What follows belongs to an exercise in optimizing a design on an open flow for small area; a production flow would make more cautious choices.
In this exercise RTL edits were held to simulation tests only and were not proved equivalent to the original.
No activity file was given, so power comes from the tool's default toggle rates.

**design/flow/design.v**
```verilog
module playFromFile(clk, rst, gpioBank1, gpioBank2, gpioBank3);
  input clk, rst;
  output[3:0] gpioBank1, gpioBank2, gpioBank3;
  reg [15:0] c_g4;
  wire end_g4 = c_g4[0] & c_g4[1] & c_g4[2] & c_g4[3] & c_g4[4] & ~c_g4[5] & c_g4[6] & c_g4[7] & ~c_g4[9] & ~c_g4[10] & ~c_g4[11] & c_g4[12] & ~c_g4[13] & c_g4[14] & ~c_g4[15];
  always @(posedge clk)
    if (rst | end_g4) c_g4 <= 16'd0;
    else c_g4 <= {~c_g4[14:0], c_g4[8] ^ c_g4[14] ^ c_g4[15]};
  reg [14:0] c_a;
  wire end_a = c_a[0] & ~c_a[1] & ~c_a[2] & c_a[3] & ~c_a[5] & ~c_a[6] & c_a[7] & ~c_a[8] & c_a[9] & c_a[10] & c_a[11] & ~c_a[12] & ~c_a[13] & c_a[14];
  wire win_a = ~c_a[1] & c_a[2] & ~c_a[3] & c_a[4] & ~c_a[5] & c_a[6] & ~c_a[7] & c_a[8] & ~c_a[9] & c_a[10] & ~c_a[11] & c_a[12] & ~c_a[13];    
  wire one_a = win_a & ~c_a[0];
  always @(posedge clk)
    if (rst | end_a) c_a <= 15'd21845;
    else c_a <= {~c_a[13:0], c_a[0] ^ c_a[14]};
  reg [15:0] c_b4;
  wire end_b4 = c_b4[1] & ~c_b4[2] & c_b4[3] & c_b4[4] & c_b4[5] & ~c_b4[7] & c_b4[8] & c_b4[9] & ~c_b4[10] & c_b4[11] & ~c_b4[12] & ~c_b4[13] & c_b4[14] & ~c_b4[15];
  always @(posedge clk)
    if (rst | end_b4) c_b4 <= 16'd0;
    else c_b4 <= {~c_b4[14:0], c_b4[6] ^ c_b4[15]};
  reg [15:0] c_c5;
  wire end_c5 = ~c_c5[0] & c_c5[1] & ~c_c5[3] & ~c_c5[4] & ~c_c5[5] & c_c5[6] & c_c5[7] & c_c5[8] & ~c_c5[9] & ~c_c5[10] & ~c_c5[11] & ~c_c5[13] & c_c5[14] & ~c_c5[15];
  always @(posedge clk)
    if (rst | end_c5) c_c5 <= 16'd0;
    else c_c5 <= {~c_c5[14:0], ~(c_c5[2] ^ c_c5[15])};
  reg [15:0] c_d5;
  wire end_d5 = c_d5[0] & ~c_d5[1] & c_d5[3] & ~c_d5[5] & ~c_d5[6] & c_d5[7] & ~c_d5[8] & c_d5[9] & ~c_d5[10] & c_d5[11] & ~c_d5[12] & c_d5[13] & c_d5[14] & ~c_d5[15];
  always @(posedge clk)
    if (rst | end_d5) c_d5 <= 16'd0;
    else c_d5 <= {~c_d5[14:0], c_d5[2] ^ c_d5[15]};
  reg [14:0] c_e;
  wire end_e = c_e[0] & ~c_e[2] & ~c_e[3] & c_e[4] & ~c_e[5] & c_e[6] & ~c_e[8] & ~c_e[9] & ~c_e[10] & c_e[12] & c_e[13] & c_e[14];
  wire win_e = ~c_e[1] & c_e[2] & ~c_e[3] & c_e[4] & ~c_e[5] & c_e[6] & ~c_e[7] & c_e[8] & ~c_e[9] & c_e[10] & ~c_e[11] & c_e[12] & ~c_e[13];    
  wire one_e = win_e & ~c_e[0];
  always @(posedge clk)
    if (rst | end_e) c_e <= 15'd21845;
    else c_e <= {~c_e[13:0], c_e[0] ^ c_e[14]};
  reg [15:0] c_fs5;
  wire end_fs5 = c_fs5[0] & c_fs5[2] & c_fs5[3] & c_fs5[5] & ~c_fs5[7] & ~c_fs5[8] & ~c_fs5[9] & c_fs5[10] & ~c_fs5[11] & ~c_fs5[12] & c_fs5[13] & c_fs5[14] & c_fs5[15];
  always @(posedge clk)
    if (rst | end_fs5) c_fs5 <= 16'd0;
    else c_fs5 <= {~c_fs5[14:0], c_fs5[2] ^ c_fs5[15]};
  reg [14:0] c_g5;
  wire end_g5 = ~c_g5[0] & c_g5[1] & c_g5[3] & c_g5[4] & ~c_g5[5] & c_g5[6] & ~c_g5[7] & ~c_g5[8] & ~c_g5[9] & ~c_g5[10] & ~c_g5[11] & c_g5[12] & ~c_g5[13] & c_g5[14];
  always @(posedge clk)
    if (rst | end_g5) c_g5 <= 15'd0;
    else c_g5 <= {~c_g5[13:0], c_g5[3] ^ c_g5[14]};
  reg [15:0] c_t;
  wire end_t = c_t[0] & c_t[2] & ~c_t[3] & c_t[4] & c_t[5] & ~c_t[6] & ~c_t[7] & c_t[8] & c_t[9] & ~c_t[10] & c_t[11] & c_t[12] & ~c_t[13] & c_t[14] & ~c_t[15];
  wire win_t = c_t[1] & ~c_t[2] & c_t[3] & ~c_t[4] & c_t[5] & ~c_t[6] & c_t[7] & ~c_t[8] & c_t[9] & ~c_t[10] & c_t[11] & ~c_t[12] & c_t[13] & ~c_t[14] & c_t[15];    
  wire one_t = win_t & c_t[0];
  always @(posedge clk)
    if (rst | end_t) c_t <= 16'd43690;
    else c_t <= {~c_t[14:0], c_t[8] ^ c_t[15]};
  reg w_g4;
  always @(posedge clk) if (rst) w_g4 <= 1'b0; else if (end_g4) w_g4 <= ~w_g4;
  reg w_b4;
  always @(posedge clk) if (rst) w_b4 <= 1'b0; else if (end_b4) w_b4 <= ~w_b4;
  reg w_c5;
  always @(posedge clk) if (rst) w_c5 <= 1'b0; else if (end_c5) w_c5 <= ~w_c5;
  reg w_d5;
  always @(posedge clk) if (rst) w_d5 <= 1'b0; else if (end_d5) w_d5 <= ~w_d5;
  reg w_fs5;
  always @(posedge clk) if (rst) w_fs5 <= 1'b0; else if (end_fs5) w_fs5 <= ~w_fs5;
  reg w_g5;
  always @(posedge clk) if (rst) w_g5 <= 1'b0; else if (end_g5) w_g5 <= ~w_g5;
  reg w_n880;
  always @(posedge clk) if (rst) w_n880 <= 1'b0; else if (end_a) w_n880 <= ~w_n880;
  reg w_n1318;
  always @(posedge clk) if (rst) w_n1318 <= 1'b0; else if (end_e) w_n1318 <= ~w_n1318;
  reg w_met;
  always @(posedge clk) if (rst) w_met <= 1'b0; else if (end_t) w_met <= ~w_met;
  reg w_a4, w_e5;    
  always @(posedge clk) if (rst) w_a4 <= 1'b0; else if (end_a & w_n880) w_a4 <= ~w_a4;
  always @(posedge clk) if (rst) w_e5 <= 1'b0; else if (end_e & w_n1318) w_e5 <= ~w_e5;
  wire st_n440 = one_a & ~w_n880 & w_a4;
  wire st_n659 = one_e & ~w_n1318 & w_e5;
  reg [7:0] q_n440;
  always @(posedge clk) if (rst) q_n440 <= 8'd1; else if (st_n440) q_n440 <= {q_n440[6:0], q_n440[7] ^ q_n440[5] ^ q_n440[4] ^ q_n440[3]};
  reg [7:0] q_n659;
  always @(posedge clk) if (rst) q_n659 <= 8'd1; else if (st_n659) q_n659 <= {q_n659[6:0], q_n659[7] ^ q_n659[5] ^ q_n659[4] ^ q_n659[3]};
  reg q0_n880;
  always @* case ({w_a4, w_n880, win_a})
    3'b000, 3'b001, 3'b011, 3'b110: q0_n880 = q_n440[0] ^ q_n440[2] ^ q_n440[3] ^ q_n440[4];
    3'b010, 3'b101: q0_n880 = q_n440[2];
    default: q0_n880 = q_n440[3];
  endcase
  reg q0_n1318;
  always @* case ({w_e5, w_n1318, win_e})
    3'b000, 3'b001, 3'b011, 3'b110: q0_n1318 = q_n659[0] ^ q_n659[2] ^ q_n659[3] ^ q_n659[4];
    3'b010, 3'b101: q0_n1318 = q_n659[2];
    default: q0_n1318 = q_n659[3];
  endcase
  reg [3:0] Addr;
  wire posMet = one_t & w_met;
  always @(posedge clk)
    if (rst | (Addr == 4'd12)) Addr <= 4'd0;
    else if (posMet) Addr <= Addr + 4'd1;
  assign gpioBank1[0] = w_g4 & (Addr == 4'd0);
  assign gpioBank1[1] = w_a4 & (Addr == 4'd1);
  assign gpioBank1[2] = w_b4 & (Addr == 4'd2);
  assign gpioBank1[3] = w_c5 & (Addr == 4'd3);
  assign gpioBank2[0] = w_d5 & (Addr == 4'd4);
  assign gpioBank2[1] = w_e5 & (Addr == 4'd5);
  assign gpioBank2[2] = w_fs5 & (Addr == 4'd6);
  assign gpioBank2[3] = w_g5 & (Addr == 4'd7);
  assign gpioBank3[0] = q_n440[0] & (Addr == 4'd8);
  assign gpioBank3[1] = q_n659[0] & (Addr == 4'd9);
  assign gpioBank3[2] = q0_n880 & (Addr == 4'd10);
  assign gpioBank3[3] = q0_n1318 & (Addr == 4'd11);
endmodule
```
**design/flow/standard.sh**
```bash
#!/bin/bash
# synth_recipe.tcl (not shown) runs the flow's synth.tcl, then flattens the netlist and writes it again
# the make line also repeats each setting of config.mk as NAME=value (left out here)
make -C /OpenROAD-flow-scripts/flow DESIGN_CONFIG=/design/flow/config.mk WORK_HOME=/design/flow/orfs CLKGATE_MAP_FILE= SYNTH_SCRIPT=/design/flow/synth_recipe.tcl "${@:-finish}"
```
**design/flow/config.mk**
```make
export PLATFORM = sky130hd
export DESIGN_NAME = playFromFile
export DESIGN_NICKNAME = playFromFile
export VERILOG_FILES = /design/flow/design.v
export SDC_FILE = /design/flow/constraint.sdc
export NUM_CORES = 4
export LEC_CHECK = 0
export CAP_MARGIN = 20
export CORE_MARGIN = 2
export CORE_UTILIZATION = 40
export SLEW_MARGIN = 20
```
**design/flow/flow/run.sh**
```bash
#!/bin/bash
# Standard ORFS layout (the standard.sh, standard synthesis unchanged) with two changes:
# clock tree synthesis without dummy loads, and buf_1 cells as the port buffers.
set -o pipefail
export CTS_ARGS="-sink_clustering_enable -repair_clock_nets -dont_use_dummy_load -buf_list sky130_fd_sc_hd__clkbuf_8"
export BUFFER_PORTS_ARGS="-buffer_cell sky130_fd_sc_hd__buf_1"
bash standard.sh > standard_run.log 2>&1
```
**design/flow/constraint.sdc**
```tcl
create_clock -name core_clock -period 20.0 [get_ports {clk}]
set_input_delay 4.0000 -clock core_clock [delete_from_list [all_inputs] [get_ports {clk}]]
set_output_delay 4.0000 -clock core_clock [all_outputs]
set_load 0.01 [all_outputs]
```
==> results of run 1 <==
final cells by class:
type,count,area (sq um)
repair buffers,14,57.6
fillers,1282,7410
clock buffers,17,234
inverters,2,7.51
flip-flops and latches,172,3440
well taps,176,220
multi-input cells,342,1920
layout by cell type, fill, tap and decap left out, types with 3 or more instances in the layout:
| cell type | instances |
|---|---|
| a21oi_1 | 5 |
| and3_1 | 13 |
| and4b_1 | 3 |
| buf_1 | 12 |
| clkbuf_8 | 17 |
| dfxtp_1 | 172 |
| ha_1 | 4 |
| mux2i_1 | 16 |
| nand2_1 | 32 |
| nand2b_1 | 13 |
| nand3_1 | 6 |
| nand4_1 | 5 |
| nand4b_1 | 7 |
| nor2_1 | 152 |
| nor3_1 | 8 |
| nor4_1 | 5 |
| nor4bb_1 | 3 |
| or2_2 | 5 |
| or3_1 | 3 |
| or4_1 | 3 |
| xnor2_1 | 22 |
| xor2_1 | 14 |
power by group through the flow:
| stage | combinational (mW) | clock, mW | sequential (mW) |
|---|---|---|---|
| detailed placement | 0.0196 | 0 | 0.374 |
| floorplan | 0.0164 | 0 | 0.372 |
| CTS | 0.0196 | 0.179 | 0.367 |
| global placement | 0.0186 | 0 | 0.374 |
| global route | 0.0222 | 0.195 | 0.368 |
| finish | 0.0191 | 0.172 | 0.366 |
kinds of logic (layout without fill, tap and decap cells):
group,count (synthesis),count (layout),synth area share [%]
AND/OR/NAND/NOR,273,273,24.0
flip-flops,172,172,63.0
XOR/XNOR,36,36,5.77
buffers and inverters,23,33,1.83
multiplexers,16,16,2.93
AO/OA/AOI/OAI,13,13,1.56
adder cells (fa/ha/maj),4,4,0.916
metrics by stage:
step	utilization, %	area [sq um]	worst slack (ns)	hold slack [ns]
CTS	44.3	5880	13.45	0.371
detailed placement	42.5	5650	13.92	0.368
global placement	42.5	5650	13.99	0.361
finish	44.3	5880	13.49	0.371
floorplan	-	5460	14.13	0.353
global route	44.3	5880	13.33	0.377
routing by layer:
metal	vias up	GRT usage (%)	share of wire (%)
met5	-	0	0
met3	8	4.09	3.3
met2	44	20.8	46
met4	0	5.01	0.85
met1	1636	16.2	50
li1	1766	-	-
worst max-delay path, stage by stage (launching register included):
cell     delay (ns)
dfxtp_1        0.30
or4b_1         0.53
or4_1          0.60
xor2_1         0.20
a32oi_1        0.12
a21oi_1        0.18
buf_1          0.17
worst paths after layout:
check	to	slack (ns)	from
worst max-delay path	gpioBank3[2]	13.49	c_a[5]
worst min-delay path	c_c5[13]	0.37	c_c5[12]
worst max register to register	q_n659[0]	17.49	c_e[11]
worst min register to register	c_c5[13]	0.37	c_c5[12]
flip-flops by register name, indices dropped and copies added, names as in the netlist, 4 cells and up:
signal	cells
c_b4	16
c_c5	16
c_d5	16
c_fs5	16
c_g4	16
c_t	16
c_a	15
c_e	15
c_g5	15
q_n440	8
q_n659	8
Addr	4
==> flow_metrics.tcl, run 1 <==
set metrics [dict create \
    status "no timing/DRC/antenna violations" \
    leakage_nw 2.44 \
    synth-seq-cells 172 \
    setup_viol 0 \
    synth_fp_nets 543 \
    portBuffers 13 \
    numCtsBuffers 17 \
    hold_class "reg -> reg" \
    grt_overflow 0 \
    clock_skew_ns 0.0289 \
    cts-root-buf "clkbuf_8" \
    start_util_pct 41.1 \
    drt.antenna.violating_nets 0 \
    grtUsageTotal_pct 12.9 \
    grt_antenna_before_repair 0 \
    end_kind "output port" \
    max_cap_violations 0 \
    p_int_uw 442 \
    share_comb_of_total_power_pct 3.4 \
    clockBufferDepth 2 \
    place.detailed.hpwl_um 5960 \
    drt_wl_total_um 8660 \
    path_class "reg -> out" \
    synth.area.top_cells "dfxtp_1 (63%), nor2_1 (10%), xnor2_1 (3.5%)" \
    slew_headroom_pct 46.2 \
    cts_hold_buf 0 \
    crit_fanout 5 \
    vias_per_cell 4.78 \
    htreeDepth 4 \
    syn_to_final_growth_pct 7.67 \
    synth_top_area_cell "dfxtp_1" \
    cts_tree "yes" \
    path_clk_slew_ns 0.07 \
    cellPowerDensity_nw_per_um2 94.8 \
    critical_path_required_ns 16.00 \
    clkSinkCount 172 \
    grt_pass1_vias 3398 \
    rr_worst_depth 4 \
    post_synth.cell_area_avg_sq_um 10.2 \
    tightestPinTransition_ns 0.807 \
    synthTopCellsByCount "dfxtp_1 (172), nor2_1 (152), nand2_1 (32)" \
    hold_viol 0 \
    synth_most_common_cell "dfxtp_1" \
    die_area_sq_um 14600 \
    yosysTopAreaCellShare_pct 63.0 \
    finalPower_uw 558 \
    wl_per_cell_um 12.0 \
    tns_ns 0 \
    vias 3454 \
    n_antenna_cell 0 \
    critPathArrivalTime_ns 2.51 \
    clkPwrFrac_pct 30.9 \
    grt_max_degree 82 \
    finalCritPeriodShare_pct 32.6 \
    seq_area_frac_synth_pct 63.0 \
    fmax_ghz 0.154 \
    yosysWarnings 1 \
    final_net_count 555 \
    drive_above_1_share_pct 5.30 \
    max-vdd-ir-drop_mv 0.0387 \
    post_cts_buffers 0 \
    core_sq_um 13300 \
    hold_depth 1 \
    clk_latency_ns 0.43 \
    cts_resized 0 \
    swShare_pct 20.9 \
    switchingPower_uw 116 \
    synth-main-ff-cell "dfxtp_1" \
    die_w_um 121 \
    rsz0062_at_grt "no" \
    synthCells 537 \
    synth.distinct_cells 41 \
    synth_area_sq_um 5460 \
    dieHeight_um 121 \
    grt_pass1_wl_um 15100 \
    async_flop_share_pct 0 \
    first_pass_iters 4 \
    place_inst 706 \
    pwr-share-seq_pct 65.7 \
    drt_iter0_markers 191 \
    gp_congestion 0.733 \
    synth-edff-count 0 \
    final_cells 723 \
    worstSetupStartpointType "flip-flop" \
    drv_slew 0 \
    drc 0 \
    layout_min_cycle_time_ns 6.51 \
    placementRows 42 \
    io-pin-count 14 \
]
==> run 2, diff against run 1 <==
==> design/flow/flow/run.sh (replaced) <==
#!/bin/bash
# Standard ORFS layout (the standard.sh, standard synthesis unchanged) with two changes:
# clock tree synthesis without dummy loads, and buf_1 cells as the port buffers.
set -o pipefail
export CTS_ARGS="-sink_clustering_enable -repair_clock_nets -dont_use_dummy_load -buf_list sky130_fd_sc_hd__clkbuf_8 -sink_clustering_size 25 -sink_clustering_max_diameter 120"
export BUFFER_PORTS_ARGS="-buffer_cell sky130_fd_sc_hd__buf_1"
bash standard.sh > standard_run.log 2>&1
==> run 2 against run 1 <==
Compared with the run above: register-to-register slack is essentially flat; clock skew is the same; final cell count is the same; critical path depth is the same; power is the same; die area is the same; clock-buffer cell count is the same; combinational power is essentially flat; worst hold slack is the same; flip-flop and latch count is the same; worst setup slack is the same; largest power group unchanged.
==> flow_metrics.tcl, run 2 <==
set metrics [dict create \
    yosysWarnings 1 \
    layout_min_cycle_time_ns 6.51 \
    synth_most_common_cell "dfxtp_1" \
    wl_per_cell_um 12.0 \
    die_w_um 121 \
    cts_tree "yes" \
    setup_viol 0 \
    io-pin-count 14 \
    core_sq_um 13300 \
    drt.antenna.violating_nets 0 \
    n_antenna_cell 0 \
    drive_above_1_share_pct 5.30 \
    synth_fp_nets 543 \
    grt_pass1_wl_um 15100 \
    critPathArrivalTime_ns 2.51 \
    fin_util_pct 44.3 \
    synthCells 537 \
    seq_area_frac_synth_pct 63.0 \
    synth-edff-count 0 \
    dieHeight_um 121 \
    fmax_ghz 0.154 \
    tns_ns 0 \
    drt_wl_total_um 8660 \
    async_flop_share_pct 0 \
    final_common_cell "dfxtp_1" \
    path_class "reg -> out" \
    cts_resized 0 \
    grt_pass1_vias 3398 \
    crit_chain "or4b_1 -> or4_1 -> xor2_1 -> a32oi_1 -> a21oi_1 -> buf_1" \
    finalPower_uw 558 \
    max_stage_delay_ns 0.60 \
    critPathTopFamily "simple AND/OR/NAND/NOR gates" \
    synthTopCellsByCount "dfxtp_1 (172), nor2_1 (152), nand2_1 (32)" \
    die_area_sq_um 14600 \
    vias 3454 \
    synth-main-ff-cell "dfxtp_1" \
    drt_iter0_markers 191 \
    leakage_nw 2.44 \
    critical_path_buf_inv_count 1 \
    post_synth.cell_area_avg_sq_um 10.2 \
    place.detailed.hpwl_um 5960 \
    critical_path_required_ns 16.00 \
    final_net_count 555 \
    portBuffers 13 \
    vias_per_cell 4.78 \
    rsz0062_at_grt "no" \
    crit_fanout 5 \
    htreeDepth 4 \
    max-vdd-ir-drop_mv 0.0387 \
    slowest_stage "or4_1" \
    syn_to_final_growth_pct 7.67 \
    slew_headroom_pct 46.2 \
    tightestPinTransition_ns 0.807 \
    hold_class "reg -> reg" \
    clock_skew_ns 0.0289 \
    worstSetupStartpointType "flip-flop" \
    numCtsBuffers 17 \
    max_cap_violations 0 \
    path_clk_slew_ns 0.07 \
    start_util_pct 41.1 \
    grt_max_degree 82 \
    hold_viol 0 \
    drc 0 \
    end_kind "output port" \
    grt_overflow 0 \
    cts_hold_buf 0 \
    synth_area_sq_um 5460 \
    grtUsageTotal_pct 12.9 \
    cellPowerDensity_nw_per_um2 94.8 \
    yosysTopAreaCellShare_pct 63.0 \
    placementRows 42 \
    worst_slack_ns 13.49 \
    post_cts_buffers 0 \
    grt_antenna_before_repair 0 \
    finalCritPeriodShare_pct 32.6 \
    cts-root-buf "clkbuf_8" \
    clk_latency_ns 0.43 \
    final_cell_mix "dfxtp_1 (172), nor2_1 (152), nand2_1 (32), xnor2_1 (22), clkbuf_8 (17)" \
    status "no timing/DRC/antenna violations" \
    first_pass_iters 4 \
    place_worst_setup_slack_ns 13.92 \
    drv_slew 0 \
    gp_congestion 0.733 \
    synth_top_area_cell "dfxtp_1" \
    synth-seq-cells 172 \
    clockBufferDepth 2 \
    clkSinkCount 172 \
    synth.area.top_cells "dfxtp_1 (63%), nor2_1 (10%), xnor2_1 (3.5%)" \
    synth.distinct_cells 41 \
]
[run 2: cell counts in the layout (fill, tap and decap cells not counted)]
No cell type changed its count.
[run 2: metrics by stage]
stage	hold WS [ns]	instance area [sq um]	instances
finish	0.371	5880	723
floorplan	0.353	5460	537
global placement	0.361	5650	706
CTS	0.371	5880	723
detailed placement	0.368	5650	706
global route	0.377	5880	723
[run 2: routing by layer]
| metal | vias up | track usage [%] | part of all wire, % |
|---|---|---|---|
| li1 | 1766 | - | - |
| met4 | 0 | 5.01 | 0.85 |
| met5 | - | 0 | 0 |
| met1 | 1636 | 16.2 | 50 |
| met3 | 8 | 4.09 | 3.3 |
| met2 | 44 | 20.8 | 46 |
[run 2: cells by family (layout without fill, tap and decap cells)]
family	after synthesis	in the layout	synth area share [%]
buffers and inverters	23	33	1.83
DFF	172	172	63.0
muxes	16	16	2.93
and+or+nand+nor	273	273	24.0
AOI/OAI and AO/OA	13	13	1.56
xor gates and xnor gates	36	36	5.77
adders and majority gates	4	4	0.916
[run 2: where the power goes]
part           internal [mW]  total [mW]  switching (mW)
registers              0.358       0.366         0.00810
logic                0.00808      0.0191          0.0110
clock network         0.0752       0.172          0.0972
[run 2: worst paths after layout]
| check | start | endpoint | slack [ns] | cells past startpoint |
|---|---|---|---|---|
| setup reg to reg | c_e[11] | q_n659[0] | 17.49 | 4 |
| setup / recovery | c_a[5] | gpioBank3[2] | 13.49 | 6 |
| hold / removal | c_c5[12] | c_c5[13] | 0.37 | 1 |
| hold reg to reg | c_c5[12] | c_c5[13] | 0.37 | 1 |
[run 2: cell type report]
class / count / area (sq um)
Timing Repair Buffer: 14 / 57.6
Sequential cell: 172 / 3440
Fill cell: 1282 / 7410
Tap cell: 176 / 220
Clock buffer: 17 / 234
Inverter: 2 / 7.51
Multi-Input combinational cell: 342 / 1920

separate check: timing with driven ports:
Ports are ideal in the flow. The routed layouts listed here were re-timed in OpenROAD. Step 1 sets driving cells, clkbuf_16 on the clock port and buf_2 on the other inputs (assumed; they add their load-dependent delay and slew). Step 2 adds t to the input delays and takes it off the output delays; t is the mean of the earliest and latest rising clock arrival at the registers after step 1. Input paths then give back, and output paths get back, about the clock's delay inside the block. Three values: ideal ports, drivers, drivers and shift; two values: the first two.
run | shift t [ns] | setup slack, ns | latest minus earliest clock arrival (ns)
run 1 | 0.446 | 13.486 / 13.453 / 13.899 | 0.038 / 0.038
run 2 | 0.446 | 13.486 / 13.453 / 13.899 | 0.038 / 0.038
After both steps every run listed still meets setup and hold.
